This is an optimization exercise on Yosys and OpenROAD, whose aim is small area, a short achievable clock period and few clock cycles, not a production implementation.
RTL that was checked went through simulation tests only; none was proved equivalent to the original.
Only the layout flow was run in run 4; the RTL was not checked for function there.
No activity file was given, so power comes from the tool's default toggle rates.

==> flow/design.v <==
`timescale 1 ns/1 ns
module SAD(Go, A_Addr, A_Data, B_Addr, B_Data, C_Addr, I_RW, I_En, O_RW, O_En, Done, SAD_Out, Clk, Rst);
   input Go;
   input [7:0] A_Data, B_Data;
   output [14:0] A_Addr, B_Addr;
   output [6:0] C_Addr;
   output I_RW, I_En, O_RW;
   output reg O_En, Done;
   output [31:0] SAD_Out;
   input Clk, Rst;
   reg [7:0]  L;           
   reg [6:0]  H;           
   reg        H7;
   reg [7:0]  x1;
   reg        c1;
   reg [15:0] Sum;
   reg        f2;          
   reg        l1, l2;      
   wire       busy = (|L) | (|H);
   wire       run = Go | busy;
   wire       lastpix = &L;
   wire       adv = run & lastpix;
   wire       fb = H[6] ^ H[5] ^ (H[5:0] == 6'd0);
   wire [7:0] ag = A_Data & ~B_Data;
   wire [7:0] ap = A_Data | ~B_Data;
   wire [7:0] ah = ~(A_Data ^ B_Data);
   wire [7:0] ac;          
   sad_pfx8 u_pa(.g(ag), .p(ap), .c(ac));
   wire [7:0] s = ah ^ {ac[6:0], 1'b0};
   wire [7:0]  x = ~(x1 ^ {8{c1}});
   wire [15:0] base = f2 ? 16'd0 : Sum;
   wire [7:0]  bg = base[7:0] & x;
   wire [7:0]  bp = base[7:0] | x;
   wire [7:0]  bh = base[7:0] ^ x;
   wire        bg0;
   sad_g u_b0(.gh(bg[0]), .ph(bp[0]), .gl(c1), .g(bg0));
   wire [7:0]  bc;         
   sad_pfx8 u_pb(.g({bg[7:1], bg0}), .p(bp), .c(bc));
   wire [7:0]  lo = bh ^ {bc[6:0], c1};
   wire [7:0]  hi1 = base[15:8] + 8'd1;
   wire [7:0]  hi = bc[7] ? hi1 : base[15:8];
   assign A_Addr = {H, L};
   assign B_Addr = {H, L};
   assign C_Addr = {H7, H[6:1]};
   assign I_En = 1'b1;
   assign I_RW = 1'b0;
   assign O_RW = 1'b1;
   assign SAD_Out = {16'b0, Sum};
   always @(posedge Clk) begin
      if (Rst) begin
         L <= 8'd0;
         H <= 7'd0;
      end else begin
         L <= L + {7'd0, run};
         if (adv) H <= {H[5:0], fb};
      end
      if (adv) H7 <= H[6];
      l1 <= ~Rst & lastpix;
      x1 <= s;
      c1 <= ac[7];
      l2 <= ~Rst & l1;
      f2 <= (L == 8'd1);
      Sum <= {hi, lo};
      O_En <= ~Rst & l2;
      Done <= ~Rst & l2 & ~busy;
   end
endmodule
module sad_g(gh, ph, gl, g);
   input gh, ph, gl;
   output g;
   assign g = gh | (ph & gl);
endmodule
module sad_gp(gh, ph, gl, pl, g, p);
   input gh, ph, gl, pl;
   output g, p;
   assign g = gh | (ph & gl);
   assign p = ph & pl;
endmodule
module sad_pfx8(g, p, c);
   input [7:0] g, p;
   output [7:0] c;
   wire g10, g32, p32, g54, p54, g76, p76;
   wire g20, g30, g64, p64, g74, p74;
   sad_g  l1a(.gh(g[1]), .ph(p[1]), .gl(g[0]), .g(g10));
   sad_gp l1b(.gh(g[3]), .ph(p[3]), .gl(g[2]), .pl(p[2]), .g(g32), .p(p32));
   sad_gp l1c(.gh(g[5]), .ph(p[5]), .gl(g[4]), .pl(p[4]), .g(g54), .p(p54));
   sad_gp l1d(.gh(g[7]), .ph(p[7]), .gl(g[6]), .pl(p[6]), .g(g76), .p(p76));
   sad_g  l2a(.gh(g[2]), .ph(p[2]), .gl(g10), .g(g20));
   sad_g  l2b(.gh(g32), .ph(p32), .gl(g10), .g(g30));
   sad_gp l2c(.gh(g[6]), .ph(p[6]), .gl(g54), .pl(p54), .g(g64), .p(p64));
   sad_gp l2d(.gh(g76), .ph(p76), .gl(g54), .pl(p54), .g(g74), .p(p74));
   sad_g  l3a(.gh(g[4]), .ph(p[4]), .gl(g30), .g(c[4]));
   sad_g  l3b(.gh(g54), .ph(p54), .gl(g30), .g(c[5]));
   sad_g  l3c(.gh(g64), .ph(p64), .gl(g30), .g(c[6]));
   sad_g  l3d(.gh(g74), .ph(p74), .gl(g30), .g(c[7]));
   assign c[0] = g[0];
   assign c[1] = g10;
   assign c[2] = g20;
   assign c[3] = g30;
endmodule
==> flow/flow/run.sh <==
#!/bin/bash
# Standard layout with three changes: port buffers made of buf_1 cells
# instead of the delay buffers buffer_ports picks by default, adders left to
# ABC, and no dummy loads added to the clock tree.
set -euo pipefail
bash standard.sh \
  "BUFFER_PORTS_ARGS=-buffer_cell sky130_fd_sc_hd__buf_1" \
  ADDER_MAP_FILE= \
  "CTS_ARGS=-sink_clustering_enable -repair_clock_nets -dont_use_dummy_load" \
  finish > make_finish.log 2>&1
==> flow/standard.sh <==
#!/bin/bash
# synth_recipe.tcl (not shown) runs the flow's synth.tcl, then flattens the netlist and writes it again
# the make line also repeats each setting of config.mk as NAME=value (left out here)
make -C /OpenROAD-flow-scripts/flow DESIGN_CONFIG=/design/flow/config.mk WORK_HOME=/design/flow/orfs CLKGATE_MAP_FILE= SYNTH_SCRIPT=/design/flow/synth_recipe.tcl "${@:-finish}"
==> flow/config.mk <==
export PLATFORM = sky130hd
export DESIGN_NAME = SAD
export DESIGN_NICKNAME = SAD
export VERILOG_FILES = /design/flow/design.v
export SDC_FILE = /design/flow/constraint.sdc
export NUM_CORES = 4
export LEC_CHECK = 0
export CAP_MARGIN = 20
export CORE_MARGIN = 2
export CORE_UTILIZATION = 45
export SLEW_MARGIN = 20
export SYNTH_HIERARCHICAL = 1
export SYNTH_MINIMUM_KEEP_SIZE = 0
==> flow/constraint.sdc <==
create_clock -name core_clock -period 8.0 [get_ports {Clk}]
set_input_delay 1.6000 -clock core_clock [delete_from_list [all_inputs] [get_ports {Clk}]]
set_output_delay 1.6000 -clock core_clock [all_outputs]
set_load 0.01 [all_outputs]
==> results of run 1 <==
[state kept, by name, summed over array words and instances (netlist names)]
register,flops
Sum,16
L,8
x1,8
H,7
Done,1
H7,1
O_En,1
c1,1
f2,1
l1,1
l2,1
[layout make-up]
cell class / instances / area share, %
Clock buffer: 5 / 2.48
Timing Repair Buffer: 73 / 9.88
Sequential cell: 46 / 33.6
Inverter: 1 / 0.135
Tap cell: 75 / 3.38
Multi-Input combinational cell: 217 / 50.5
[layer usage]
| layer | track usage [%] | share of wire, % | up-vias |
|---|---|---|---|
| li1 | - | - | 988 |
| met1 | 17.1 | 48 | 852 |
| met2 | 21.8 | 46 | 52 |
| met3 | 3.33 | 5.2 | 4 |
| met4 | 4.58 | 1.2 | 0 |
| met5 | 0 | 0 | - |
[layout by cell type, fill, tap and decap left out, drive strengths merged]
cell,count
and2,11
and4,2
nor3b,1
buf,73
nand4,3
and3,3
nor2b,11
or3,1
nor2,25
a21o,25
a311o,1
nand2b,16
inv,1
edfxtp,1
conb,19
xnor2,27
a21oi,7
nand3,5
o21ai,6
nor4,2
dfxtp,45
nor4b,1
nor3,4
nand2,21
clkbuf,5
xor2,26
[report_power, final]
group	internal, uW	switching (uW)
combinational	156	167
clock	56.4	69.4
sequential	278	35.2
total	490	271
[per-stage QoR]
step	setup slack (ns)	total power, uW
finish	5.34	761
floorplan	5.37	607
global placement	5.17	639
detailed placement	5.13	644
global route	5.26	823
CTS	5.31	775
[path summary, 6_finish.rpt]
check,startpoint,endpoint,cells after the start
worst max-delay path,L[0],B_Addr[0],1
worst min-delay path,l1,l2,1
worst min register to register,l1,l2,1
worst max register to register,f2,Sum[15],10
==> Flow_metrics.wiki, run 1 <==
{| class="wikitable"
! Metric !! Value
|-
| Total Routing Usage GR || 13.3%
|-
| Setup_tns || 0 ns
|-
| Number of gates resized after cts || 0
|-
| Area of all placed cells without fillers || 0.00277 sq mm
|-
| Post-DP HPWL || 3270 microns
|-
| Max-slew violation total from the final report || 0
|-
| Slew HR || 40.6%
|-
| Filler instances || 608
|-
| Core area || 0.00582 sq mm
|-
| Clock skew || 0.0156 ns
|-
| MaxCap Viol Count || 0
|-
| Sequential cell area in the final layout || 931 sq um
|-
| Total inserted antenna cells || 0
|-
| Number of vias per cell after detailed routing || 4.55
|-
| Die area || 0.00657 sq mm
|-
| Maximum fanout encountered on the critical timing path || 10
|-
| Area added between synthesis and finish || 3.75%
|-
| Series of cell instances along the critical path || buf_1
|-
| Routed Antenna Nets || 0
|-
| CTS Root Buffer Type || sky130_fd_sc_hd__clkbuf_8
|-
| Pleak || 0.00122 uW
|-
| Number of antenna violations at the first check in global routing || 0
|-
| Data arrival, critical path || 1.06 ns
|-
| Max Root-Sink Buffers || 2
|-
| Die width || 81.1 microns
|-
| CTS buffer count || 5
|-
| Max H-tree Level || 2
|-
| Via count of the routed design || 1896
|-
| CP max-delay cell || sky130_fd_sc_hd__dfxtp_1
|-
| Worst Hold Class || reg -> reg
|-
| Crit start category || flip-flop
|-
| Setup Fix Bufs, Post-CTS || 0
|-
| Final Hold Fails || 0
|-
| Yosys warns || 7
|-
| Average detailed-routed wire length per instance || 10.4 microns
|-
| CTS tree || built
|-
| Post-layout net count || 363
|-
| Final std cells w/o fill || 417
|-
| Critical Path End Type || output pin
|-
| Required time of the critical path || 6.40 ns
|-
| Setup repair after global routing missed its margin || false
|-
| Initial detailed-routing violation count || 67
|-
| Category of cells accounting for the largest share of critical-path delay || flip-flops
|-
| Total gr overflow || 0
|-
| Worst-path clk slew || 0.09 ns
|-
| First-pass GRT wire length || 6920 microns
|-
| Sink Count || 46
|-
| Placed cell count || 412
|-
| Result of the run || finished clean
|-
| Final WL || 4330 microns
|-
| Share of the core filled with cells in the final layout || 47.7%
|-
| Buffer and inverter count on the worst path || 1
|-
| Clock latency at the later pin of the worst-skew pair || 0.29 ns
|-
| Combined area of the multi-input logic cells || 0.00140 sq mm
|-
| Worst-case hold slack || 0.443 ns
|-
| Post-route minimum period || 2.66 ns
|-
| Cell count after synthesis || 302
|-
| Largest net degree at the start of global routing || 21
|-
| Cell Rows || 28
|-
| Cts hold-fix bufs || 0
|-
| Final weighted congestion in routability-driven placement || 0.724
|-
| Power density over cell area || 275 mW/mm^2
|-
| Number of endpoints failing setup at the final stage || 0
|-
| Reg2Reg Setup Slack || 5.47 ns
|-
| Top Ports || 93
|-
| Fmax achieved || 0.375 GHz
|-
| Proportion of layout cells with a drive suffix above 1 || 2.92%
|-
| Detailed-routing iteration count for the pre-antenna-repair pass || 4
|-
| Number of global-route vias before repair || 1548
|-
| Netlist area before placement || 0.00267 sq mm
|-
| Residual DRC || 0
|-
| Die Span Y || 81.1 microns
|-
| Largest stage delay, worst path || 0.57 ns
|-
| Number of buffers added on ports || 73
|-
| Worst supply voltage drop on vdd || 0.116 mV
|-
| Fin crit share || 33.3%
|-
| Post-synthesis area per instance || 8.85 sq um
|-
| Worst Tran Pin Value || 0.890 ns
|-
| Initial standard-cell utilization of the core || 46.0%
|-
| Instance area at placement || 0.00270 sq mm
|-
| CP Class || reg -> out
|}
Testbench counts, summed over its fixed seeds: cycles 393,246.
==> inputs of run 2 (changes only) <==
==> flow/flow/run.sh (replaced) <==
#!/bin/bash
# Standard layout with three changes: port buffers made of buf_1 cells
# instead of the delay buffers buffer_ports picks by default, adders left to
# ABC, no dummy loads added to the clock tree, and timing repair aimed 5.4 ns below the period.
set -euo pipefail
bash standard.sh \
  "BUFFER_PORTS_ARGS=-buffer_cell sky130_fd_sc_hd__buf_1" \
  ADDER_MAP_FILE= \
  "CTS_ARGS=-sink_clustering_enable -repair_clock_nets -dont_use_dummy_load" \
  SETUP_SLACK_MARGIN=5.4 \
  finish > make_finish.log 2>&1
==> run 2 against run 1 <==
  * Clock skew is 0.0063 ns lower
  * Critical endpoint is now x1[7]
  * Maximum frequency is 4.1% higher
  * Register-to-register slack improved by 0.22 ns
  * Synthesized cell count stayed put
  * Flip-flop and latch count stayed put
==> Flow_metrics.wiki, run 2 <==
{| class="wikitable"
! Metric !! Value
|-
| Result of the run || finished clean (unchanged)
|-
| First-pass GRT wire length || 6860 microns (was 6920 microns)
|-
| CTS tree || built (unchanged)
|-
| Area added between synthesis and finish || 6.51% (was 3.75%)
|-
| Required time of the critical path || 8.18 ns (was 6.40 ns)
|-
| Cell Rows || 28 (unchanged)
|-
| Setup_tns || 0 ns (unchanged)
|-
| Combinational cell fraction of total power || 42.8% (was 42.4%)
|-
| Start point of the critical path || A_Data[0] (was L[0])
|-
| Total gr overflow || 0 (unchanged)
|-
| Die Span Y || 81.1 microns (unchanged)
|-
| Clock network fraction of total power || 16.2% (was 16.5%)
|-
| Worst Hold Class || reg -> reg (unchanged)
|-
| Crit start category || primary input (was flip-flop)
|-
| Registers with the most flip-flops || Sum: 16 flops, L: 8 flops, x1: 8 flops (unchanged)
|-
| Worst-path clk slew || 0.07 ns (was 0.09 ns)
|-
| CP max-delay cell || sky130_fd_sc_hd__a21o_1 (was sky130_fd_sc_hd__dfxtp_1)
|-
| Post-route minimum period || 2.56 ns (was 2.66 ns)
|-
| Buffer and inverter count on the worst path || 1 (unchanged)
|-
| MaxCap Viol Count || 0 (unchanged)
|-
| Number of global-route vias before repair || 1574 (was 1548)
|-
| Top Ports || 93 (unchanged)
|-
| Series of cell instances along the critical path || buf_6 -> nor2b_4 -> a21o_1 -> a21o_1 -> a21o_1 -> xor2_1 -> xnor2_1 (was buf_1)
|-
| Number of antenna violations at the first check in global routing || 0 (unchanged)
|-
| Cell count after synthesis || 302 (unchanged)
|-
| Final Hold Fails || 0 (unchanged)
|-
| Flop pwr share || 41.0% (was 41.1%)
|-
| Pleak || 0.00127 uW (was 0.00122 uW)
|-
| Number of cells on the critical path || 7 (was 1)
|-
| Cts hold-fix bufs || 0 (unchanged)
|-
| RR Startpoint || f2 (unchanged)
|-
| Number of buffers added on ports || 73 (unchanged)
|-
| Largest stage delay, worst path || 0.24 ns (was 0.57 ns)
|-
| Category of cells accounting for the largest share of critical-path delay || compound AO/OA/AOI/OAI gates (was flip-flops)
|-
| Worst-case hold slack || 0.437 ns (was 0.443 ns)
|-
| Residual DRC || 0 (unchanged)
|-
| Post-DP HPWL || 3230 microns (was 3270 microns)
|-
| Data arrival, critical path || 2.74 ns (was 1.06 ns)
|-
| Final weighted congestion in routability-driven placement || 0.730 (was 0.724)
|-
| Worst supply voltage drop on vdd || 0.113 mV (was 0.116 mV)
|-
| Instance area at placement || 0.00271 sq mm (was 0.00270 sq mm)
|-
| Via count of the routed design || 1866 (was 1896)
|-
| Placement-stage worst setup slack || 5.11 ns (was 5.13 ns)
|-
| Number of vias per cell after detailed routing || 4.45 (was 4.55)
|-
| Sink Count || 46 (unchanged)
|-
| Proportion of layout cells with a drive suffix above 1 || 9.59% (was 2.92%)
|-
| Post-layout net count || 365 (was 363)
|-
| Die area || 0.00657 sq mm (unchanged)
|-
| Critical Path End Type || flip-flop (was output pin)
|-
| Max H-tree Level || 2 (unchanged)
|-
| Fmax achieved || 0.391 GHz (was 0.375 GHz)
|-
| Register with the most flip-flops || Sum (unchanged)
|-
| Setup repair after global routing missed its margin || false (unchanged)
|-
| End of the worst register-to-register path || Sum[15] (unchanged)
|-
| CTS buffer count || 5 (unchanged)
|-
| Switching power share of the total || 35.5% (was 35.6%)
|-
| Largest net degree at the start of global routing || 21 (unchanged)
|-
| CTS Root Buffer Type || sky130_fd_sc_hd__clkbuf_8 (unchanged)
|-
| Post-synthesis area per instance || 8.85 sq um (unchanged)
|-
| Core area || 0.00582 sq mm (unchanged)
|-
| Power density over cell area || 269 mW/mm^2 (was 275 mW/mm^2)
|-
| Yosys warns || 7 (unchanged)
|-
| CP Class || in -> reg (was reg -> out)
|-
| Most common cell after layout, fill and taps aside || sky130_fd_sc_hd__buf_1 (unchanged)
|-
| Final WL || 4230 microns (was 4330 microns)
|-
| Area of all placed cells without fillers || 0.00285 sq mm (was 0.00277 sq mm)
|-
| Net Switching || 272 uW (was 271 uW)
|-
| Maximum fanout encountered on the critical timing path || 5 (was 10)
|-
| CP endpoint || x1[7] (was B_Addr[0])
|-
| Max-slew violation total from the final report || 0 (unchanged)
|-
| Average detailed-routed wire length per instance || 10.1 microns (was 10.4 microns)
|-
| Total inserted antenna cells || 0 (unchanged)
|-
| Clock latency at the later pin of the worst-skew pair || 0.29 ns (about the same)
|-
| Detailed-routing iteration count for the pre-antenna-repair pass || 4 (unchanged)
|-
| Commonest cells after routing, fill and taps aside || sky130_fd_sc_hd__buf_1, sky130_fd_sc_hd__dfxtp_1, sky130_fd_sc_hd__xnor2_1 (unchanged)
|-
| Initial detailed-routing violation count || 64 (was 67)
|-
| Cell occurring most often along the worst timing path || sky130_fd_sc_hd__a21o_1
|-
| Flip-flop count of the largest register after layout || 16 (unchanged)
|-
| Reg2Reg Setup Slack || 5.69 ns (was 5.47 ns)
|-
| Routed Antenna Nets || 0 (unchanged)
|-
| Cell Int Power || 494 uW (was 490 uW)
|-
| Initial standard-cell utilization of the core || 46.0% (unchanged)
|-
| Number of endpoints failing setup at the final stage || 0 (unchanged)
|-
| Depth of the worst register-to-register path || 10 (unchanged)
|-
| Die width || 81.1 microns (unchanged)
|-
| Fin worst setup slack || 5.44 ns (was 5.34 ns)
|-
| Post-layout total power || 766 uW (was 761 uW)
|-
| Fin crit share || 32.0% (was 33.3%)
|-
| Total Routing Usage GR || 13.3% (about the same)
|-
| Clock skew || 0.00929 ns (was 0.0156 ns)
|-
| Max Root-Sink Buffers || 2 (unchanged)
|-
| Netlist area before placement || 0.00267 sq mm (unchanged)
|}
## run 2: changes by cell type in the layout (fill, tap and decap cells not counted), moves of 2 or more
cell                       previous run  this run
sky130_fd_sc_hd__nor2b_1             11         9
sky130_fd_sc_hd__dfxtp_1             45        35
sky130_fd_sc_hd__buf_1               73        66
sky130_fd_sc_hd__dfxtp_2              0        10
sky130_fd_sc_hd__nand2b_1            16        14
sky130_fd_sc_hd__buf_6                0         2
sky130_fd_sc_hd__nand2b_4             0         2
sky130_fd_sc_hd__clkbuf_2             0         5
sky130_fd_sc_hd__buf_4                0         2
## run 2: worst min-delay path by stage
stage | slack, ns | cells after the start | endpoint | from
global route | 0.46 | 1 | l2 | l1
detailed placement | 0.42 | 1 | l2 | l1
floorplan | 0.41 | 1 | l2 | l1
finish | 0.44 | 1 | l2 | l1
CTS | 0.44 | 1 | l2 | l1
global placement | 0.42 | 1 | l2 | l1
## run 2: area by class of cell
| cell class | instances | area [sq um] |
|---|---|---|
| repair buffers | 75 | 310 |
| well taps | 75 | 93.8 |
| flip-flops and latches | 46 | 943 |
| multi-input cells | 217 | 1430 |
| fillers | 590 | 2970 |
| clock buffers | 5 | 68.8 |
| inverters | 1 | 3.75 |
## run 2: power by group through the flow
stage,registers (uW),logic [uW],clock network [uW]
2_1_floorplan,324,283,0
6_report,314,328,124
4_1_cts,315,329,132
5_1_grt,321,371,139
3_3_place_gp,318,320,0
3_5_place_dp,320,326,0
## run 2: routing by layer
metal | GRT usage, % | wire length (microns) | vias to the layer above
li1 | - | - | 998
met1 | 16.4 | 2050 | 813
met2 | 22.2 | 1910 | 49
met3 | 3.33 | 192 | 6
met4 | 5.08 | 70 | 0
met5 | 0 | 0 | -
## run 2: worst reg2reg max path: stages (launching register included)
cell                       delay [ns]
sky130_fd_sc_hd__dfxtp_2         0.49
sky130_fd_sc_hd__nand2b_1        0.20
sky130_fd_sc_hd__nand2_1         0.06
sky130_fd_sc_hd__a21o_1          0.19
sky130_fd_sc_hd__a21o_1          0.20
sky130_fd_sc_hd__a21o_1          0.24
sky130_fd_sc_hd__a21o_1          0.22
sky130_fd_sc_hd__and4_1          0.28
sky130_fd_sc_hd__nand3_1         0.12
sky130_fd_sc_hd__xor2_1          0.15
sky130_fd_sc_hd__nor2_1          0.05
## run 2: timing repair
item	in CTS	in global routing
pin swaps	0	5
setup buffers	0	2
endpoints found under the setup margin	4	21
resized for setup	2	23
cloned	0	0
## run 2: metrics by stage
stage / util (%) / cells
5_1_grt: 48.9 / 419
6_report: 48.9 / 419
4_1_cts: 47.8 / 417
3_3_place_gp: 46.6 / 412
2_1_floorplan: - / 319
3_5_place_dp: 46.6 / 412
==> inputs of run 3 (changes only) <==
--- a/flow/flow/run.sh
+++ b/flow/flow/run.sh
@@ -6,6 +6,6 @@
 bash standard.sh \
   "BUFFER_PORTS_ARGS=-buffer_cell sky130_fd_sc_hd__buf_1" \
   ADDER_MAP_FILE= \
-  "CTS_ARGS=-sink_clustering_enable -repair_clock_nets -dont_use_dummy_load" \
+  "CTS_ARGS=-sink_clustering_enable -sink_clustering_size 50 -sink_clustering_max_diameter 500 -repair_clock_nets -dont_use_dummy_load" \
   SETUP_SLACK_MARGIN=5.4 \
   finish > make_finish.log 2>&1
==> run 3 against run 2 <==
  * Register-to-register slack barely moved
  * Global-route usage did not move
  * Largest cell class unchanged
  * Maximum frequency did not move
  * Non-clock buffer count did not move
  * Critical path type unchanged
  * Sequential power barely moved
  * Still clean on timing, DRC and antenna
  * Highest routed layer unchanged
==> Flow_metrics.wiki, run 3 <==
{| class="wikitable"
! Metric !! Value
|-
| Cell Int Power || 494 uW (unchanged)
|-
| Total gr overflow || 0 (unchanged)
|-
| Critical Path End Type || flip-flop (unchanged)
|-
| Most common cell after layout, fill and taps aside || sky130_fd_sc_hd__buf_1 (unchanged)
|-
| Core area || 0.00582 sq mm (unchanged)
|-
| Worst-path clk slew || 0.07 ns (about the same)
|-
| Crit start category || primary input (unchanged)
|-
| Yosys warns || 7 (unchanged)
|-
| Largest net degree at the start of global routing || 21 (unchanged)
|-
| Worst supply voltage drop on vdd || 0.113 mV (unchanged)
|-
| Final WL || 4230 microns (unchanged)
|-
| CTS Root Buffer Type || sky130_fd_sc_hd__clkbuf_8 (unchanged)
|-
| Switching power share of the total || 35.5% (unchanged)
|-
| Setup_tns || 0 ns (unchanged)
|-
| Net Switching || 272 uW (unchanged)
|-
| Result of the run || finished clean (unchanged)
|-
| Register with the most flip-flops || Sum (unchanged)
|-
| Combinational cell fraction of total power || 42.8% (about the same)
|-
| Number of vias per cell after detailed routing || 4.45 (unchanged)
|-
| Max H-tree Level || 2 (unchanged)
|-
| Number of global-route vias before repair || 1574 (unchanged)
|-
| Cell count after synthesis || 302 (unchanged)
|-
| Proportion of layout cells with a drive suffix above 1 || 9.59% (unchanged)
|-
| Residual DRC || 0 (unchanged)
|-
| Area added between synthesis and finish || 6.51% (unchanged)
|-
| Routed Antenna Nets || 0 (unchanged)
|-
| Cell Rows || 28 (unchanged)
|-
| Setup repair after global routing missed its margin || false (unchanged)
|-
| MaxCap Viol Count || 0 (unchanged)
|-
| Post-synthesis area per instance || 8.85 sq um (unchanged)
|-
| Max Root-Sink Buffers || 2 (unchanged)
|-
| Die area || 0.00657 sq mm (unchanged)
|-
| Number of buffers added on ports || 73 (unchanged)
|-
| Flip-flop count of the largest register after layout || 16 (unchanged)
|-
| Number of endpoints failing setup at the final stage || 0 (unchanged)
|-
| Total inserted antenna cells || 0 (unchanged)
|-
| Clock latency at the later pin of the worst-skew pair || 0.29 ns (about the same)
|-
| Flop pwr share || 41.0% (about the same)
|-
| Post-layout net count || 365 (unchanged)
|-
| Sink Count || 46 (unchanged)
|-
| Required time of the critical path || 8.18 ns (about the same)
|-
| Clock skew || 0.00929 ns (unchanged)
|-
| Initial detailed-routing violation count || 64 (unchanged)
|-
| Commonest cells after routing, fill and taps aside || sky130_fd_sc_hd__buf_1, sky130_fd_sc_hd__dfxtp_1, sky130_fd_sc_hd__xnor2_1 (unchanged)
|-
| Maximum fanout encountered on the critical timing path || 5 (unchanged)
|-
| CP Class || in -> reg (unchanged)
|-
| Post-layout total power || 766 uW (unchanged)
|-
| Number of antenna violations at the first check in global routing || 0 (unchanged)
|-
| Post-route minimum period || 2.56 ns (unchanged)
|-
| Cts hold-fix bufs || 0 (unchanged)
|-
| Fin crit share || 32.0% (unchanged)
|-
| Max-slew violation total from the final report || 0 (unchanged)
|-
| Filler instances || 590 (unchanged)
|-
| Final weighted congestion in routability-driven placement || 0.730 (unchanged)
|-
| Netlist area before placement || 0.00267 sq mm (unchanged)
|-
| First-pass GRT wire length || 6860 microns (unchanged)
|-
| Die width || 81.1 microns (unchanged)
|-
| Total Routing Usage GR || 13.3% (unchanged)
|-
| Fmax achieved || 0.391 GHz (unchanged)
|-
| Worst Hold Class || reg -> reg (unchanged)
|-
| Detailed-routing iteration count for the pre-antenna-repair pass || 4 (unchanged)
|-
| Initial standard-cell utilization of the core || 46.0% (unchanged)
|-
| Data arrival, critical path || 2.74 ns (about the same)
|-
| Pleak || 0.00127 uW (unchanged)
|-
| CTS buffer count || 5 (unchanged)
|-
| Top Ports || 93 (unchanged)
|-
| Clock network fraction of total power || 16.2% (about the same)
|-
| CTS tree || built (unchanged)
|-
| Via count of the routed design || 1866 (unchanged)
|-
| Power density over cell area || 269 mW/mm^2 (unchanged)
|-
| Average detailed-routed wire length per instance || 10.1 microns (unchanged)
|-
| Post-DP HPWL || 3230 microns (unchanged)
|-
| Final Hold Fails || 0 (unchanged)
|-
| Die Span Y || 81.1 microns (unchanged)
|-
| Registers with the most flip-flops || Sum: 16 flops, L: 8 flops, x1: 8 flops (unchanged)
|}
==> run 3: stage by stage <==
stage	hold WS [ns]	instance area, sq um	instances	util (%)	setup WS [ns]
floorplan	0.414	2740	319	-	5.37
global placement	0.420	2710	412	46.6	5.16
detailed placement	0.422	2710	412	46.6	5.11
CTS	0.442	2780	417	47.8	5.40
global route	0.460	2850	419	48.9	5.40
finish	0.437	2850	419	48.9	5.44
==> run 3: worst paths after layout <==
kind,start,depth (start not counted),slack (ns),endpoint
max,A_Data[0],7,5.44,x1[7]
min,l1,1,0.44,l2
max reg2reg,f2,10,5.69,Sum[15]
min reg2reg,l1,1,0.44,l2
==> run 3: layout make-up <==
class | instances | area, sq um | share of cell area [%]
tap | 75 | 93.8 | 3.30
timing repair buffer | 75 | 310 | 10.9
inverter | 1 | 3.75 | 0.132
clock buffer | 5 | 68.8 | 2.42
multi-input combinational | 217 | 1430 | 50.1
sequential | 46 | 943 | 33.1
==> run 3: per-layer routing <==
layer | routed length, microns | global-route usage [%] | vias to the layer above
met5 | 0 | 0 | -
met1 | 2050 | 16.4 | 813
met3 | 192 | 3.33 | 6
li1 | - | - | 998
met4 | 70 | 5.08 | 0
met2 | 1910 | 22.2 | 49
==> run 3: power groups by stage <==
stage / combinational [uW] / sequential [uW] / clock, uW
after detailed placement: 326 / 320 / 0
after floorplan: 283 / 324 / 0
final: 328 / 314 / 124
after global routing: 371 / 321 / 139
after global placement: 320 / 318 / 0
after CTS: 329 / 315 / 132
==> run 3: critical path, stage by stage <==
cell and delay, ns:
sky130_fd_sc_hd__buf_6 0.09, sky130_fd_sc_hd__nor2b_4 0.12, sky130_fd_sc_hd__a21o_1 0.20, sky130_fd_sc_hd__a21o_1 0.24, sky130_fd_sc_hd__a21o_1 0.20, sky130_fd_sc_hd__xor2_1 0.15, sky130_fd_sc_hd__xnor2_1 0.13
==> run 3: repair_timing <==
action / in CTS / in global routing
gates resized for setup: 2 / 23
pin swaps: 0 / 5
gates cloned: 0 / 0
endpoints found under the setup margin: 4 / 21
buffers inserted: 0 / 2
==> inputs of run 4 (changes only) <==
--- a/flow/design.v
+++ b/flow/design.v
@@ -12,7 +12,7 @@
    reg [6:0]  H;           
    reg        H7;
    reg [7:0]  x1;
-   reg        c1;
+   reg        c1n;
    reg [15:0] Sum;
    reg        f2;          
    reg        l1, l2;      
@@ -24,10 +24,32 @@
    wire [7:0] ag = A_Data & ~B_Data;
    wire [7:0] ap = A_Data | ~B_Data;
    wire [7:0] ah = ~(A_Data ^ B_Data);
-   wire [7:0] ac;          
-   sad_pfx8 u_pa(.g(ag), .p(ap), .c(ac));
-   wire [7:0] s = ah ^ {ac[6:0], 1'b0};
-   wire [7:0]  x = ~(x1 ^ {8{c1}});
+   wire n10, n32, q32, n54, q54, n76, q76;      
+   wire g20, g30, g64, p64, g74, p74;           
+   wire n40, n50, n60, n70;                     
+   sad_g  #(4'b0001)   l1a(.gh(ag[1]), .ph(ap[1]), .gl(ag[0]), .g(n10));
+   sad_gp #(6'b000011) l1b(.gh(ag[3]), .ph(ap[3]), .gl(ag[2]), .pl(ap[2]), .g(n32), .p(q32));
+   sad_gp #(6'b000011) l1c(.gh(ag[5]), .ph(ap[5]), .gl(ag[4]), .pl(ap[4]), .g(n54), .p(q54));
+   sad_gp #(6'b000011) l1d(.gh(ag[7]), .ph(ap[7]), .gl(ag[6]), .pl(ap[6]), .g(n76), .p(q76));
+   sad_g  #(4'b0010)   l2a(.gh(ag[2]), .ph(ap[2]), .gl(n10), .g(g20));
+   sad_g  #(4'b1110)   l2b(.gh(n32), .ph(q32), .gl(n10), .g(g30));
+   sad_gp #(6'b001100) l2c(.gh(ag[6]), .ph(ap[6]), .gl(n54), .pl(q54), .g(g64), .p(p64));
+   sad_gp #(6'b111100) l2d(.gh(n76), .ph(q76), .gl(n54), .pl(q54), .g(g74), .p(p74));
+   sad_g  #(4'b0001)   l3a(.gh(ag[4]), .ph(ap[4]), .gl(g30), .g(n40));
+   sad_g  #(4'b1101)   l3b(.gh(n54), .ph(q54), .gl(g30), .g(n50));
+   sad_g  #(4'b0001)   l3c(.gh(g64), .ph(p64), .gl(g30), .g(n60));
+   sad_g  #(4'b0001)   l3d(.gh(g74), .ph(p74), .gl(g30), .g(n70));
+   wire [7:0] s;
+   assign s[0] = ah[0];
+   sad_x  u_s1(.a(ah[1]), .b(ag[0]), .y(s[1]));
+   sad_xn u_s2(.a(ah[2]), .b(n10), .y(s[2]));
+   sad_x  u_s3(.a(ah[3]), .b(g20), .y(s[3]));
+   sad_x  u_s4(.a(ah[4]), .b(g30), .y(s[4]));
+   sad_xn u_s5(.a(ah[5]), .b(n40), .y(s[5]));
+   sad_xn u_s6(.a(ah[6]), .b(n50), .y(s[6]));
+   sad_xn u_s7(.a(ah[7]), .b(n60), .y(s[7]));
+   wire        c1 = ~c1n;
+   wire [7:0]  x = x1 ^ {8{c1n}};
    wire [15:0] base = f2 ? 16'd0 : Sum;
    wire [7:0]  bg = base[7:0] & x;
    wire [7:0]  bp = base[7:0] | x;
@@ -57,7 +79,7 @@
       if (adv) H7 <= H[6];
       l1 <= ~Rst & lastpix;
       x1 <= s;
-      c1 <= ac[7];
+      c1n <= n70;
       l2 <= ~Rst & l1;
       f2 <= (L == 8'd1);
       Sum <= {hi, lo};
@@ -66,15 +88,34 @@
    end
 endmodule
 module sad_g(gh, ph, gl, g);
+   parameter INV = 4'b0000;
    input gh, ph, gl;
    output g;
-   assign g = gh | (ph & gl);
+   wire igh = gh ^ INV[3];
+   wire iph = ph ^ INV[2];
+   wire igl = gl ^ INV[1];
+   assign g = (igh | (iph & igl)) ^ INV[0];
 endmodule
 module sad_gp(gh, ph, gl, pl, g, p);
+   parameter INV = 6'b000000;
    input gh, ph, gl, pl;
    output g, p;
-   assign g = gh | (ph & gl);
-   assign p = ph & pl;
+   wire igh = gh ^ INV[5];
+   wire iph = ph ^ INV[4];
+   wire igl = gl ^ INV[3];
+   wire ipl = pl ^ INV[2];
+   assign g = (igh | (iph & igl)) ^ INV[1];
+   assign p = (iph & ipl) ^ INV[0];
+endmodule
+module sad_x(a, b, y);
+   input a, b;
+   output y;
+   assign y = a ^ b;
+endmodule
+module sad_xn(a, b, y);
+   input a, b;
+   output y;
+   assign y = ~(a ^ b);
 endmodule
 module sad_pfx8(g, p, c);
    input [7:0] g, p;
--- a/flow/flow/run.sh
+++ b/flow/flow/run.sh
@@ -6,6 +6,6 @@
 bash standard.sh \
   "BUFFER_PORTS_ARGS=-buffer_cell sky130_fd_sc_hd__buf_1" \
   ADDER_MAP_FILE= \
-  "CTS_ARGS=-sink_clustering_enable -sink_clustering_size 50 -sink_clustering_max_diameter 500 -repair_clock_nets -dont_use_dummy_load" \
+  "CTS_ARGS=-sink_clustering_enable -repair_clock_nets -dont_use_dummy_load" \
   SETUP_SLACK_MARGIN=5.4 \
   finish > make_finish.log 2>&1
==> run 4 against run 3 <==
  * Via count increased by 0.16%
  * Cell count decreased by 0.24%
  * Register-to-register slack got worse by 0.13 ns
  * Synthesized cell count unchanged
  * Combinational power decreased by 8.5%
  * Sequential share of layout area increased by 0.76 points
  * Sequential power about the same
  * Area after synthesis decreased by 1.6%
  * Clock power about the same
  * Critical path depth decreased by 6
  * Still clean on timing, DRC and antenna
  * Global-route usage increased by 0.22 points
==> Flow_metrics.wiki, run 4 <==
{| class="wikitable"
! Metric !! Value
|-
| Max-slew violation total from the final report || 0 (unchanged)
|-
| Clock latency at the later pin of the worst-skew pair || 0.29 ns (about the same)
|-
| Number of antenna violations at the first check in global routing || 0 (unchanged)
|-
| Setup_tns || 0 ns (unchanged)
|-
| Total Routing Usage GR || 13.5% (was 13.3%)
|-
| Initial detailed-routing violation count || 76 (was 64)
|-
| Max Root-Sink Buffers || 2 (unchanged)
|-
| Netlist area before placement || 0.00263 sq mm (was 0.00267 sq mm)
|-
| Post-route minimum period || 2.54 ns (was 2.56 ns)
|-
| Final weighted congestion in routability-driven placement || 0.778 (was 0.730)
|-
| Area leader, netlist || sky130_fd_sc_hd__dfxtp_1
|-
| Number of buffers added on ports || 73 (unchanged)
|-
| Count of unique library cells instantiated by Yosys || 32
|-
| Routed Antenna Nets || 0 (unchanged)
|-
| Commonest cells post-synth || sky130_fd_sc_hd__buf_4, sky130_fd_sc_hd__dfxtp_1, sky130_fd_sc_hd__xnor2_1, sky130_fd_sc_hd__nor2_1, sky130_fd_sc_hd__nand2_1
|-
| Final std cells w/o fill || 418 (was 419)
|-
| Maximum fanout encountered on the critical timing path || 6 (was 5)
|-
| CTS buffer count || 5 (unchanged)
|-
| Most instantiated library cell after synthesis || sky130_fd_sc_hd__buf_4
|-
| Fraction of registers with async set or reset after synthesis || 0%
|-
| Initial standard-cell utilization of the core || 47.2% (was 46.0%)
|-
| Number of enable-type register cells in the synthesized netlist || 1
|-
| Slew HR || 52.0%
|-
| CP Class || reg -> out (was in -> reg)
|-
| Buffer and inverter count on the worst path || 1 (unchanged)
|-
| Series of cell instances along the critical path || buf_1 (was buf_6 -> nor2b_4 -> a21o_1 -> a21o_1 -> a21o_1 -> xor2_1 -> xnor2_1)
|-
| Portion of the post-synthesis area used by sequential elements || 35.4%
|-
| Area of all placed cells without fillers || 0.00278 sq mm (was 0.00285 sq mm)
|-
| Final WL || 4230 microns (about the same)
|-
| Largest stage delay, worst path || 0.47 ns (was 0.24 ns)
|-
| Yosys warns || 7 (unchanged)
|-
| Average detailed-routed wire length per instance || 10.1 microns (about the same)
|-
| Number of endpoints failing setup at the final stage || 0 (unchanged)
|-
| Post-layout net count || 367 (was 365)
|-
| Register with the most flip-flops || Sum (unchanged)
|-
| Die area || 0.00647 sq mm (was 0.00657 sq mm)
|-
| CP max-delay cell || sky130_fd_sc_hd__dfxtp_1 (was sky130_fd_sc_hd__a21o_1)
|-
| CTS tree || built (unchanged)
|-
| Worst supply voltage drop on vdd || 0.117 mV (was 0.113 mV)
|-
| Ranking of synthesized cells by area || sky130_fd_sc_hd__dfxtp_1, sky130_fd_sc_hd__buf_4, sky130_fd_sc_hd__xnor2_1
|-
| Sink Count || 46 (unchanged)
|-
| Clock skew || 0.0110 ns (was 0.00929 ns)
|-
| Worst Tran Pin Value || 0.720 ns
|-
| Most common cell after layout, fill and taps aside || sky130_fd_sc_hd__buf_1 (unchanged)
|-
| Max H-tree Level || 2 (unchanged)
|-
| Synthesis-stage register bit count || 46
|-
| Worst-case hold slack || 0.425 ns (was 0.437 ns)
|-
| Cts hold-fix bufs || 0 (unchanged)
|-
| MaxCap Viol Count || 0 (unchanged)
|-
| Die width || 80.4 microns (was 81.1 microns)
|-
| Area added between synthesis and finish || 5.71% (was 6.51%)
|-
| Final Hold Fails || 0 (unchanged)
|-
| Top FF cell, synth || sky130_fd_sc_hd__dfxtp_1
|-
| Filler instances || 552 (was 590)
|-
| Total gr overflow || 0 (unchanged)
|-
| Worst Hold Class || reg -> reg (unchanged)
|-
| Setup repair after global routing missed its margin || false (unchanged)
|-
| Proportion of layout cells with a drive suffix above 1 || 7.80% (was 9.59%)
|-
| Placed cell count || 413 (was 412)
|-
| Power density over cell area || 265 mW/mm^2 (was 269 mW/mm^2)
|-
| Post-synthesis area per instance || 8.70 sq um (was 8.85 sq um)
|-
| CTS Root Buffer Type || sky130_fd_sc_hd__clkbuf_8 (unchanged)
|-
| Required time of the critical path || 6.40 ns (was 8.18 ns)
|-
| Combined area of the multi-input logic cells || 0.00138 sq mm (was 0.00143 sq mm)
|-
| Residual DRC || 0 (unchanged)
|-
| Crit start category || flip-flop (was primary input)
|-
| Pleak || 0.00119 uW (was 0.00127 uW)
|-
| Number of global-route vias before repair || 1534 (was 1574)
|-
| Largest net degree at the start of global routing || 21 (unchanged)
|-
| Via count of the routed design || 1869 (was 1866)
|-
| Sequential cell area in the final layout || 942 sq um (was 943 sq um)
|-
| Yosys top cell area share || 34.3%
|-
| Commonest cells after routing, fill and taps aside || sky130_fd_sc_hd__buf_1, sky130_fd_sc_hd__dfxtp_1, sky130_fd_sc_hd__xnor2_1 (unchanged)
|-
| First-pass GRT wire length || 6840 microns (was 6860 microns)
|-
| Result of the run || finished clean (unchanged)
|-
| Worst-path clk slew || 0.08 ns (was 0.07 ns)
|-
| Instance area at placement || 0.00269 sq mm (was 0.00271 sq mm)
|-
| Die Span Y || 80.4 microns (was 81.1 microns)
|-
| Post-DP HPWL || 3230 microns (about the same)
|-
| Fmax achieved || 0.394 GHz (was 0.391 GHz)
|-
| Data arrival, critical path || 0.94 ns (was 2.74 ns)
|-
| Registers with the most flip-flops || Sum: 16 flops, L: 8 flops, x1: 8 flops (unchanged)
|-
| Detailed-routing iteration count for the pre-antenna-repair pass || 4 (unchanged)
|-
| Cell count after synthesis || 302 (unchanged)
|-
| Number of vias per cell after detailed routing || 4.47 (was 4.45)
|-
| Fin crit share || 31.8% (was 32.0%)
|-
| Cell Rows || 27 (was 28)
|-
| Top Ports || 93 (unchanged)
|-
| Core area || 0.00557 sq mm (was 0.00582 sq mm)
|-
| Total inserted antenna cells || 0 (unchanged)
|-
| Flip-flop count of the largest register after layout || 16 (unchanged)
|-
| Category of cells accounting for the largest share of critical-path delay || flip-flops (was compound AO/OA/AOI/OAI gates)
|-
| Critical Path End Type || output pin (was flip-flop)
|}
-- run 4: cell count changes in the layout (fill, tap and decap cells not counted), moves of 3 or more --
| cell | before | now |
|---|---|---|
| sky130_fd_sc_hd__xor2_1 | 26 | 14 |
| sky130_fd_sc_hd__a21o_1 | 25 | 15 |
| sky130_fd_sc_hd__nand2b_1 | 14 | 23 |
| sky130_fd_sc_hd__a21oi_2 | 0 | 7 |
| sky130_fd_sc_hd__buf_1 | 66 | 72 |
| sky130_fd_sc_hd__and2_1 | 11 | 6 |
| sky130_fd_sc_hd__clkbuf_2 | 5 | 0 |
| sky130_fd_sc_hd__inv_1 | 1 | 5 |
| sky130_fd_sc_hd__nor2b_1 | 9 | 13 |
| sky130_fd_sc_hd__xnor2_1 | 27 | 31 |
| sky130_fd_sc_hd__nand2_1 | 21 | 24 |
-- run 4: layout make-up --
type / count / share of cell area [%]
clock buffers: 5 / 2.48
well taps: 72 / 3.24
repair buffers: 73 / 10.1
multi-input cells: 217 / 49.6
inverters: 5 / 0.675
flip-flops and latches: 46 / 33.9
-- run 4: final timing paths --
kind	to	cells after the start	slack (ns)	from
worst min register to register	l2	1	0.42	l1
worst max-delay path	A_Addr[3]	1	5.46	L[3]
worst max register to register	Sum[15]	10	5.56	c1n
worst min-delay path	l2	1	0.42	l1
-- run 4: modules after synthesis (local to each module, per instance), a selection --
module    flops+latches  cell area [sq um]  copies in the design
sad_pfx8              0               30.0                     1
sad_gp                0               13.8                     5
sad_x                 0               8.76                     3
SAD                  46               2280                     1
sad_xn                0               8.76                     4
sad_g                 0               7.51                     8
-- run 4: kinds of logic after synthesis --
group / after synthesis / share of synthesized area (%)
AO/OA/AOI/OAI: 39 / 10.1
XOR/XNOR: 45 / 15.0
buffers and inverters: 56 / 14.7
flip-flops: 46 / 35.4
other: 2 / 0.286
AND/OR/NAND/NOR: 114 / 24.5
-- run 4: power by group --
part | switching, uW | leakage, uW | internal, uW
combinational | 156 | 0.000770 | 144
sequential | 37.2 | 0.000384 | 278
clock | 65.9 | 0.0000359 | 56.3
total | 259 | 0.00119 | 478
-- run 4: metal layers --
metal	up-vias	GRT usage [%]	routed length, microns
met4	0	5.59	70
met5	-	0	0
li1	1003	-	-
met3	5	3.82	247
met2	63	20.1	1820
met1	798	18.2	2090
-- run 4: per-stage QoR --
stage                     setup slack (ns)  util [%]  power (uW)
after floorplan                       5.47         -         583
after global placement                5.18      48.3         615
after detailed placement              5.15      48.3         621
after CTS                             5.41      49.6         750
after global routing                  5.40      49.9         800
final                                 5.46      49.9         737
-- run 4: timing repair --
item | CTS | global route
pin swaps | 0 | 0
gates resized for setup | 3 | 7
endpoints found under the setup margin | 6 | 15
buffers inserted | 0 | 0
==> inputs of run 5 (changes only) <==
--- a/flow/design.v
+++ b/flow/design.v
@@ -59,8 +59,15 @@
    wire [7:0]  bc;         
    sad_pfx8 u_pb(.g({bg[7:1], bg0}), .p(bp), .c(bc));
    wire [7:0]  lo = bh ^ {bc[6:0], c1};
-   wire [7:0]  hi1 = base[15:8] + 8'd1;
-   wire [7:0]  hi = bc[7] ? hi1 : base[15:8];
+   wire [7:0]  hp;         
+   assign hp[0] = 1'b1;
+   genvar hi_i;
+   generate
+      for (hi_i = 1; hi_i < 8; hi_i = hi_i + 1) begin : hpg
+         assign hp[hi_i] = &base[hi_i+7:8];
+      end
+   endgenerate
+   wire [7:0]  hi = base[15:8] ^ (hp & {8{bc[7]}});
    assign A_Addr = {H, L};
    assign B_Addr = {H, L};
    assign C_Addr = {H7, H[6:1]};
==> run 5 against run 4 <==
  * Critical path depth is the same
  * Non-clock buffer count increased by 2
  * Total power grew 2.1%
  * Critical endpoint is now A_Addr[0]
  * Die area shrank 0.99%
  * Highest routed layer unchanged
  * Worst setup slack improved by 0.0094 ns
  * Synthesized cell count shrank 0.99%
  * Register-to-register slack better by 0.04 ns
  * Maximum frequency increased by 0.37%
  * Combinational power rose by 4%
  * First-iteration DRC count decreased by 32%
  * Via count up 1.1%
==> Flow_metrics.wiki, run 5 <==
{| class="wikitable"
! Metric !! Value
|-
| Result of the run || finished clean (unchanged)
|-
| Placed cell count || 411 (was 413)
|-
| Fmax achieved || 0.395 GHz (was 0.394 GHz)
|-
| Cell count after synthesis || 299 (was 302)
|-
| Proportion of layout cells with a drive suffix above 1 || 8.67% (was 7.80%)
|-
| CP Class || reg -> out (unchanged)
|-
| Initial detailed-routing violation count || 52 (was 76)
|-
| Flip-flop count of the largest register after layout || 16 (unchanged)
|-
| First-pass GRT wire length || 6950 microns (was 6840 microns)
|-
| Top Ports || 93 (unchanged)
|-
| Cell Rows || 27 (unchanged)
|-
| Worst-path clk slew || 0.09 ns (was 0.08 ns)
|-
| Clock skew || 0.0257 ns (was 0.0110 ns)
|-
| Yosys warns || 7 (unchanged)
|-
| Setup_tns || 0 ns (unchanged)
|-
| Routed Antenna Nets || 0 (unchanged)
|-
| Clock latency at the later pin of the worst-skew pair || 0.29 ns (about the same)
|-
| Max-slew violation total from the final report || 0 (unchanged)
|-
| Pleak || 0.00115 uW (was 0.00119 uW)
|-
| Final weighted congestion in routability-driven placement || 0.735 (was 0.778)
|-
| Commonest cells after routing, fill and taps aside || sky130_fd_sc_hd__buf_1, sky130_fd_sc_hd__dfxtp_1, sky130_fd_sc_hd__xnor2_1 (unchanged)
|-
| Register with the most flip-flops || Sum (unchanged)
|-
| MaxCap Viol Count || 0 (unchanged)
|-
| Setup repair after global routing missed its margin || true (was false)
|-
| Via count of the routed design || 1890 (was 1869)
|-
| Die Span Y || 80.0 microns (was 80.4 microns)
|-
| Total gr overflow || 0 (unchanged)
|-
| Average detailed-routed wire length per instance || 9.96 microns (was 10.1 microns)
|-
| Die width || 80.0 microns (was 80.4 microns)
|-
| Worst Hold Class || reg -> reg (unchanged)
|-
| Commonest cells post-synth || sky130_fd_sc_hd__buf_4, sky130_fd_sc_hd__dfxtp_1, sky130_fd_sc_hd__xnor2_1 (was sky130_fd_sc_hd__buf_4, sky130_fd_sc_hd__dfxtp_1, sky130_fd_sc_hd__xnor2_1, sky130_fd_sc_hd__nor2_1, sky130_fd_sc_hd__nand2_1)
|-
| Final std cells w/o fill || 418 (unchanged)
|-
| Worst-case hold slack || 0.426 ns (was 0.425 ns)
|-
| Largest net degree at the start of global routing || 21 (unchanged)
|-
| Detailed-routing iteration count for the pre-antenna-repair pass || 4 (unchanged)
|-
| Top FF cell, synth || sky130_fd_sc_hd__dfxtp_1 (unchanged)
|-
| Category of cells accounting for the largest share of critical-path delay || flip-flops (unchanged)
|-
| Critical Path End Type || output pin (unchanged)
|-
| Series of cell instances along the critical path || buf_1 (unchanged)
|-
| Netlist area before placement || 0.00260 sq mm (was 0.00263 sq mm)
|-
| Ranking of synthesized cells by area || sky130_fd_sc_hd__dfxtp_1, sky130_fd_sc_hd__buf_4, sky130_fd_sc_hd__xnor2_1 (unchanged)
|-
| Maximum fanout encountered on the critical timing path || 10 (was 6)
|-
| CTS Root Buffer Type || sky130_fd_sc_hd__clkbuf_8 (unchanged)
|-
| Number of vias per cell after detailed routing || 4.52 (was 4.47)
|-
| Post-layout net count || 367 (unchanged)
|-
| Registers with the most flip-flops || Sum: 16 flops, L: 8 flops, x1: 8 flops (unchanged)
|-
| Final WL || 4160 microns (was 4230 microns)
|-
| Data arrival, critical path || 0.93 ns (was 0.94 ns)
|-
| Count of unique library cells instantiated by Yosys || 36 (was 32)
|-
| Portion of the post-synthesis area used by sequential elements || 35.8% (was 35.4%)
|-
| Max H-tree Level || 2 (unchanged)
|-
| Area added between synthesis and finish || 6.59% (was 5.71%)
|-
| Post-synthesis area per instance || 8.70 sq um (about the same)
|-
| Power density over cell area || 271 mW/mm^2 (was 265 mW/mm^2)
|-
| Fraction of registers with async set or reset after synthesis || 0% (unchanged)
|-
| CTS buffer count || 5 (unchanged)
|-
| Yosys top cell area share || 34.6% (was 34.3%)
|-
| Max Root-Sink Buffers || 2 (unchanged)
|-
| Core area || 0.00554 sq mm (was 0.00557 sq mm)
|-
| Fin crit share || 31.6% (was 31.8%)
|-
| Number of endpoints failing setup at the final stage || 0 (unchanged)
|-
| Number of enable-type register cells in the synthesized netlist || 1 (unchanged)
|-
| Worst Tran Pin Value || 0.840 ns (was 0.720 ns)
|-
| Sink Count || 46 (unchanged)
|-
| Required time of the critical path || 6.40 ns (about the same)
|-
| Crit start category || flip-flop (unchanged)
|-
| Final Hold Fails || 0 (unchanged)
|-
| Number of buffers added on ports || 73 (unchanged)
|-
| Total Routing Usage GR || 13.6% (was 13.5%)
|-
| CP max-delay cell || sky130_fd_sc_hd__dfxtp_2 (was sky130_fd_sc_hd__dfxtp_1)
|-
| Slew HR || 44.0% (was 52.0%)
|-
| Largest stage delay, worst path || 0.46 ns (was 0.47 ns)
|-
| Residual DRC || 0 (unchanged)
|-
| Synthesis-stage register bit count || 46 (unchanged)
|-
| CTS tree || built (unchanged)
|-
| Number of antenna violations at the first check in global routing || 0 (unchanged)
|-
| Initial standard-cell utilization of the core || 47.0% (was 47.2%)
|-
| Area leader, netlist || sky130_fd_sc_hd__dfxtp_1 (unchanged)
|-
| Worst supply voltage drop on vdd || 0.100 mV (was 0.117 mV)
|-
| Post-DP HPWL || 3130 microns (was 3230 microns)
|-
| Most common cell after layout, fill and taps aside || sky130_fd_sc_hd__buf_1 (unchanged)
|-
| Die area || 0.00640 sq mm (was 0.00647 sq mm)
|-
| Buffer and inverter count on the worst path || 1 (unchanged)
|-
| Post-route minimum period || 2.53 ns (was 2.54 ns)
|-
| Number of global-route vias before repair || 1608 (was 1534)
|-
| Total inserted antenna cells || 0 (unchanged)
|}
==> run 5: worst paths after layout <==
kind	depth (start not counted)	endpoint	from	slack [ns]
setup / recovery	1	A_Addr[0]	L[0]	5.47
hold / removal	1	l2	l1	0.43
setup reg to reg	10	Sum[15]	f2	5.60
hold reg to reg	1	l2	l1	0.43
==> run 5: per-module statistics from Yosys, one instance, submodules excluded, a selection <==
| module | cells | copies in the design |
|---|---|---|
| sad_gp | 2 | 5 |
| sad_g | 1 | 8 |
| SAD | 250 | 1 |
| sad_x | 1 | 3 |
| sad_pfx8 | 4 | 1 |
| sad_xn | 1 | 4 |
==> run 5: layout make-up <==
| class | count | area [sq um] |
|---|---|---|
| Fill cell | 564 | 2770 |
| Tap cell | 72 | 90.1 |
| Multi-Input combinational cell | 215 | 1360 |
| Sequential cell | 46 | 946 |
| Timing Repair Buffer | 75 | 289 |
| Clock buffer | 5 | 68.8 |
| Inverter | 5 | 18.8 |
==> run 5: routing by layer <==
| layer | wire (microns) | GRT usage, % | share of wire [%] | vias to the layer above |
|---|---|---|---|---|
| li1 | - | - | - | 999 |
| met1 | 2030 | 17.7 | 49 | 821 |
| met2 | 1820 | 21.3 | 44 | 66 |
| met3 | 270 | 4.07 | 6.5 | 4 |
| met4 | 51 | 4.58 | 1.2 | 0 |
| met5 | 0 | 0 | 0 | - |
==> run 5: cell families (layout without fill, tap and decap cells) <==
group | after synthesis | after routing | synth area share [%]
flops | 46 | 46 | 35.8
simple gates | 111 | 111 | 24.0
compound gates | 41 | 41 | 10.6
other cells | 2 | 19 | 0.289
xor+xnor | 44 | 44 | 14.8
buf+inv | 55 | 85 | 14.5
==> run 5: what timing repair did <==
| action | CTS | global route |
|---|---|---|
| cloned | 0 | 0 |
| buffers inserted | 0 | 2 |
| resized for setup | 4 | 7 |
| pin swaps | 0 | 1 |
| endpoints found under the setup margin | 5 | 13 |
| hold buffers | 0 | 0 |
| hold endpoints to repair | 0 | 0 |
==> run 5: where the power goes <==
group	switching, uW	total (uW)	internal [uW]
clock	66.1	122	56.3
combinational	158	313	155
sequential	38.2	317	279
total	263	753	490
==> run 5: through the flow <==
step | setup WS [ns] | total power (uW) | utilization (%) | cell area, sq um
finish | 5.47 | 753 | 50.0 | 2770
global route | 5.37 | 820 | 50.0 | 2770
CTS | 5.42 | 752 | 49.6 | 2750
detailed placement | 5.20 | 624 | 48.3 | 2670
global placement | 5.21 | 619 | 48.3 | 2670
floorplan | 5.47 | 585 | - | 2670
Testbench counts of run 5, summed over its fixed seeds: cycles 393,246.
==> inputs of run 6 (changes only) <==
==> flow/flow/run.sh (replaced) <==
#!/bin/bash
# Standard layout with three changes: port buffers made of buf_1 cells
# instead of the delay buffers buffer_ports picks by default, adders left to
# ABC, no dummy loads added to the clock tree, and timing repair aimed 5.7 ns below the period.
set -euo pipefail
bash standard.sh \
  "BUFFER_PORTS_ARGS=-buffer_cell sky130_fd_sc_hd__buf_1" \
  ADDER_MAP_FILE= \
  "CTS_ARGS=-sink_clustering_enable -repair_clock_nets -dont_use_dummy_load" \
  SETUP_SLACK_MARGIN=5.7 \
  finish > make_finish.log 2>&1
==> run 6 against run 5 <==
  * Maximum frequency rose by 6.3%
  * Non-clock buffer count rose by 34
  * Area after synthesis did not move
  * Critical path depth did not move
  * Flip-flop and latch count did not move
  * Synthesized cell count did not move
  * Register-to-register slack improved by 0.16 ns
  * Combinational power rose by 34%
  * Sequential share of layout area fell by 5.4 points
  * Cell count rose by 8.1%
  * Die area did not move
  * Core utilization rose by 14 points
  * Critical endpoint is now B_Addr[14]
==> Flow_metrics.wiki, run 6 <==
{| class="wikitable"
! Metric !! Value
|-
| Result of the run || finished clean (unchanged)
|-
| Clock latency at the later pin of the worst-skew pair || 0.29 ns (about the same)
|-
| Fin crit share || 29.8% (was 31.6%)
|-
| Required time of the critical path || 6.40 ns (about the same)
|-
| First-pass GRT wire length || 7890 microns (was 6950 microns)
|-
| Fmax achieved || 0.420 GHz (was 0.395 GHz)
|-
| Total Routing Usage GR || 15.6% (was 13.6%)
|-
| Ranking of synthesized cells by area || sky130_fd_sc_hd__dfxtp_1, sky130_fd_sc_hd__buf_4, sky130_fd_sc_hd__xnor2_1 (unchanged)
|-
| Final weighted congestion in routability-driven placement || 0.787 (was 0.735)
|-
| Buffer and inverter count on the worst path || 1 (unchanged)
|-
| Share of the core filled with cells in the final layout || 64.3% (was 50.0%)
|-
| Initial detailed-routing violation count || 45 (was 52)
|-
| Average detailed-routed wire length per instance || 10.7 microns (was 9.96 microns)
|-
| Final WL || 4860 microns (was 4160 microns)
|-
| Cell count after synthesis || 299 (unchanged)
|-
| Critical Path End Type || output pin (unchanged)
|-
| Largest net degree at the start of global routing || 21 (unchanged)
|-
| RR Startpoint || c1n (was f2)
|-
| Max Root-Sink Buffers || 2 (unchanged)
|-
| Commonest cells post-synth || sky130_fd_sc_hd__buf_4, sky130_fd_sc_hd__dfxtp_1, sky130_fd_sc_hd__xnor2_1 (unchanged)
|-
| Die Span Y || 80.0 microns (unchanged)
|-
| CTS buffer count || 5 (unchanged)
|-
| Yosys top cell area share || 34.6% (unchanged)
|-
| Count of cells along the worst hold path || 1 (unchanged)
|-
| MaxCap Viol Count || 0 (unchanged)
|-
| Post-synthesis area per instance || 8.70 sq um (unchanged)
|-
| Top FF cell, synth || sky130_fd_sc_hd__dfxtp_1 (unchanged)
|-
| Residual DRC || 0 (unchanged)
|-
| Fraction of registers with async set or reset after synthesis || 0% (unchanged)
|-
| Depth of the worst register-to-register path || 10 (unchanged)
|-
| Netlist area before placement || 0.00260 sq mm (unchanged)
|-
| Core area || 0.00554 sq mm (unchanged)
|-
| Register with the most flip-flops || Sum (unchanged)
|-
| Post-layout net count || 401 (was 367)
|-
| Number of buffers added on ports || 73 (unchanged)
|-
| Power density over cell area || 240 mW/mm^2 (was 271 mW/mm^2)
|-
| Number of enable-type register cells in the synthesized netlist || 1 (unchanged)
|-
| Area leader, netlist || sky130_fd_sc_hd__dfxtp_1 (unchanged)
|-
| Routed Antenna Nets || 0 (unchanged)
|-
| CTS tree || built (unchanged)
|-
| Placement-stage worst setup slack || 5.18 ns (was 5.20 ns)
|-
| Post-route minimum period || 2.38 ns (was 2.53 ns)
|-
| Flip-flop count of the largest register after layout || 16 (unchanged)
|-
| Total inserted antenna cells || 0 (unchanged)
|-
| Maximum fanout encountered on the critical timing path || 5 (was 10)
|-
| Largest stage delay, worst path || 0.39 ns (was 0.46 ns)
|-
| Die area || 0.00640 sq mm (unchanged)
|-
| Portion of the post-synthesis area used by sequential elements || 35.8% (unchanged)
|-
| Yosys warns || 7 (unchanged)
|-
| Sink Count || 46 (unchanged)
|-
| Clock skew || 0.0102 ns (was 0.0257 ns)
|-
| Number of antenna violations at the first check in global routing || 0 (unchanged)
|-
| Cell Rows || 27 (unchanged)
|-
| Registers with the most flip-flops || Sum: 16 flops, L: 8 flops, x1: 8 flops (unchanged)
|-
| Initial standard-cell utilization of the core || 47.0% (unchanged)
|-
| Fin worst setup slack || 5.62 ns (was 5.47 ns)
|-
| Number of cells on the critical path || 1 (unchanged)
|-
| Launch instance of the worst min-delay path || l1 (unchanged)
|-
| Worst-path clk slew || 0.08 ns (was 0.09 ns)
|-
| Post-layout total power || 854 uW (was 753 uW)
|-
| Series of cell instances along the critical path || buf_6 (was buf_1)
|-
| Start point of the critical path || H[6] (was L[0])
|-
| Area added between synthesis and finish || 36.8% (was 6.59%)
|-
| Synthesis-stage register bit count || 46 (unchanged)
|-
| Setup repair after global routing missed its margin || true (unchanged)
|-
| Worst supply voltage drop on vdd || 0.158 mV (was 0.100 mV)
|-
| Pleak || 0.00165 uW (was 0.00115 uW)
|-
| Max H-tree Level || 2 (unchanged)
|-
| Max-slew violation total from the final report || 0 (unchanged)
|-
| Proportion of layout cells with a drive suffix above 1 || 40.5% (was 8.67%)
|-
| Worst-case hold slack || 0.436 ns (was 0.426 ns)
|-
| Via count of the routed design || 2039 (was 1890)
|-
| Category of cells accounting for the largest share of critical-path delay || flip-flops (unchanged)
|-
| Detailed-routing iteration count for the pre-antenna-repair pass || 4 (unchanged)
|-
| Top Ports || 93 (unchanged)
|-
| CTS Root Buffer Type || sky130_fd_sc_hd__clkbuf_8 (unchanged)
|-
| Number of global-route vias before repair || 1830 (was 1608)
|-
| Setup_tns || 0 ns (unchanged)
|-
| Count of unique library cells instantiated by Yosys || 36 (unchanged)
|-
| Final Hold Fails || 0 (unchanged)
|-
| Number of vias per cell after detailed routing || 4.51 (was 4.52)
|-
| Total gr overflow || 0 (unchanged)
|-
| Number of endpoints failing setup at the final stage || 0 (unchanged)
|-
| CP max-delay cell || sky130_fd_sc_hd__dfxtp_4 (was sky130_fd_sc_hd__dfxtp_2)
|-
| Post-DP HPWL || 3030 microns (was 3130 microns)
|-
| Die width || 80.0 microns (unchanged)
|-
| CP Class || reg -> out (unchanged)
|-
| Crit start category || flip-flop (unchanged)
|-
| Worst Hold Class || reg -> reg (unchanged)
|-
| Most common cell after layout, fill and taps aside || sky130_fd_sc_hd__buf_6 (was sky130_fd_sc_hd__buf_1)
|-
| Commonest cells after routing, fill and taps aside || sky130_fd_sc_hd__buf_6, sky130_fd_sc_hd__buf_4, sky130_fd_sc_hd__xnor2_1 (was sky130_fd_sc_hd__buf_1, sky130_fd_sc_hd__dfxtp_1, sky130_fd_sc_hd__xnor2_1)
|-
| Data arrival, critical path || 0.78 ns (was 0.93 ns)
|}
## run 6: cell types whose count changed in the layout (fill, tap and decap cells not counted), sizes merged
cell / previous run / this run
buf: 75 / 104
clkbuf: 5 / 10
## run 6: layout make-up
cell class | instances | area [sq um]
tap | 72 | 90.1
multi-input combinational | 215 | 1410
clock buffer | 5 | 68.8
sequential | 46 | 1020
timing repair buffer | 109 | 952
fill | 454 | 1980
inverter | 5 | 18.8
## run 6: worst paths after layout
check,endpoint,slack [ns]
setup / recovery,B_Addr[14],5.62
hold / removal,l2,0.44
setup reg to reg,Sum[15],5.76
hold reg to reg,l2,0.44
## run 6: cells by family (layout without fill, tap and decap cells)
logic type | count (synthesis) | after routing | share of synthesized area, %
DFF | 46 | 46 | 35.8
xor gates and xnor gates | 44 | 44 | 14.8
buffers and inverters | 55 | 119 | 14.5
other | 2 | 19 | 0.289
and+or+nand+nor | 111 | 111 | 24.0
AOI/OAI and AO/OA | 41 | 41 | 10.6
## run 6: timing repair
action / CTS / global route
hold buffers: 0 / 0
buffers inserted: 29 / 7
endpoints found under the setup margin: 65 / 59
pin swaps: 2 / 6
gates resized for setup: 160 / 13
## run 6: power by group
part	switching (uW)	internal [uW]	leakage, uW
combinational	182	237	0.00122
sequential	30.4	281	0.000397
clock	67.0	56.3	0.0000359
## run 6: through the flow
stage	instances	instance area [sq um]
global route	452	3560
detailed placement	411	2700
finish	452	3560
CTS	445	3470
floorplan	316	2690
global placement	411	2700
## run 6: routing by layer
metal | global-route usage [%] | routed length (microns) | vias up
met5 | 0 | 0 | -
met4 | 6.95 | 68 | 0
met3 | 3.85 | 260 | 6
met2 | 26.3 | 2400 | 62
met1 | 18.6 | 2130 | 902
li1 | - | - | 1069
## run 6: modules after synthesis (local to each module, per instance), a selection
| module | cells inside | area, sq um | times used | flops+latches |
|---|---|---|---|---|
| sad_g | 1 | 7.51 | 8 | 0 |
| sad_x | 1 | 8.76 | 3 | 0 |
| sad_xn | 1 | 8.76 | 4 | 0 |
| sad_gp | 2 | 13.8 | 5 | 0 |
| sad_pfx8 | 4 | 30.0 | 1 | 0 |
| SAD | 250 | 2250 | 1 | 46 |
## run 6: worst reg2reg max path, stage by stage, from the launching register on
cell and delay (ns):
sky130_fd_sc_hd__dfxtp_4 0.40, sky130_fd_sc_hd__xnor2_1 0.15, sky130_fd_sc_hd__nand2_1 0.07, sky130_fd_sc_hd__a21o_1 0.14, sky130_fd_sc_hd__a21o_1 0.17, sky130_fd_sc_hd__a21o_1 0.17, sky130_fd_sc_hd__a21o_1 0.16, sky130_fd_sc_hd__and4_4 0.27
sky130_fd_sc_hd__nand4_4 0.12, sky130_fd_sc_hd__or3b_1 0.38, sky130_fd_sc_hd__a21oi_1 0.15

-- static timing again, ports no longer ideal --
No port has a modelled driver above. Below, the same layouts with a new extraction and two added sets of constraints. Step 1, drivers: a clkbuf_16 drives Clk and a buf_2 each remaining input, both assumed. Step 2 also shifts input and output timing later by t, the mid clock arrival at the registers, as if the neighbouring blocks saw the same clock. Slacks: no drivers / after step 1 / after step 2; pairs: no drivers / after step 1.
run	t (ns)	setup slack, ns	worst setup path after step 2	worst slew at a driven data input, ns
run 1	0.312	5.336 / 5.310 / 5.149	input to register	0.03
run 2	0.314	5.440 / 5.436 / 5.123	input to register	0.04
run 3	0.314	5.440 / 5.436 / 5.123	input to register	0.04
run 4	0.313	5.460 / 5.432 / 5.165	input to register	0.03
run 5	0.310	5.469 / 5.442 / 5.206	input to register	0.03
run 6	0.311	5.618 / 5.591 / 5.439	input to register	0.03
After both steps every run listed still meets setup and hold.
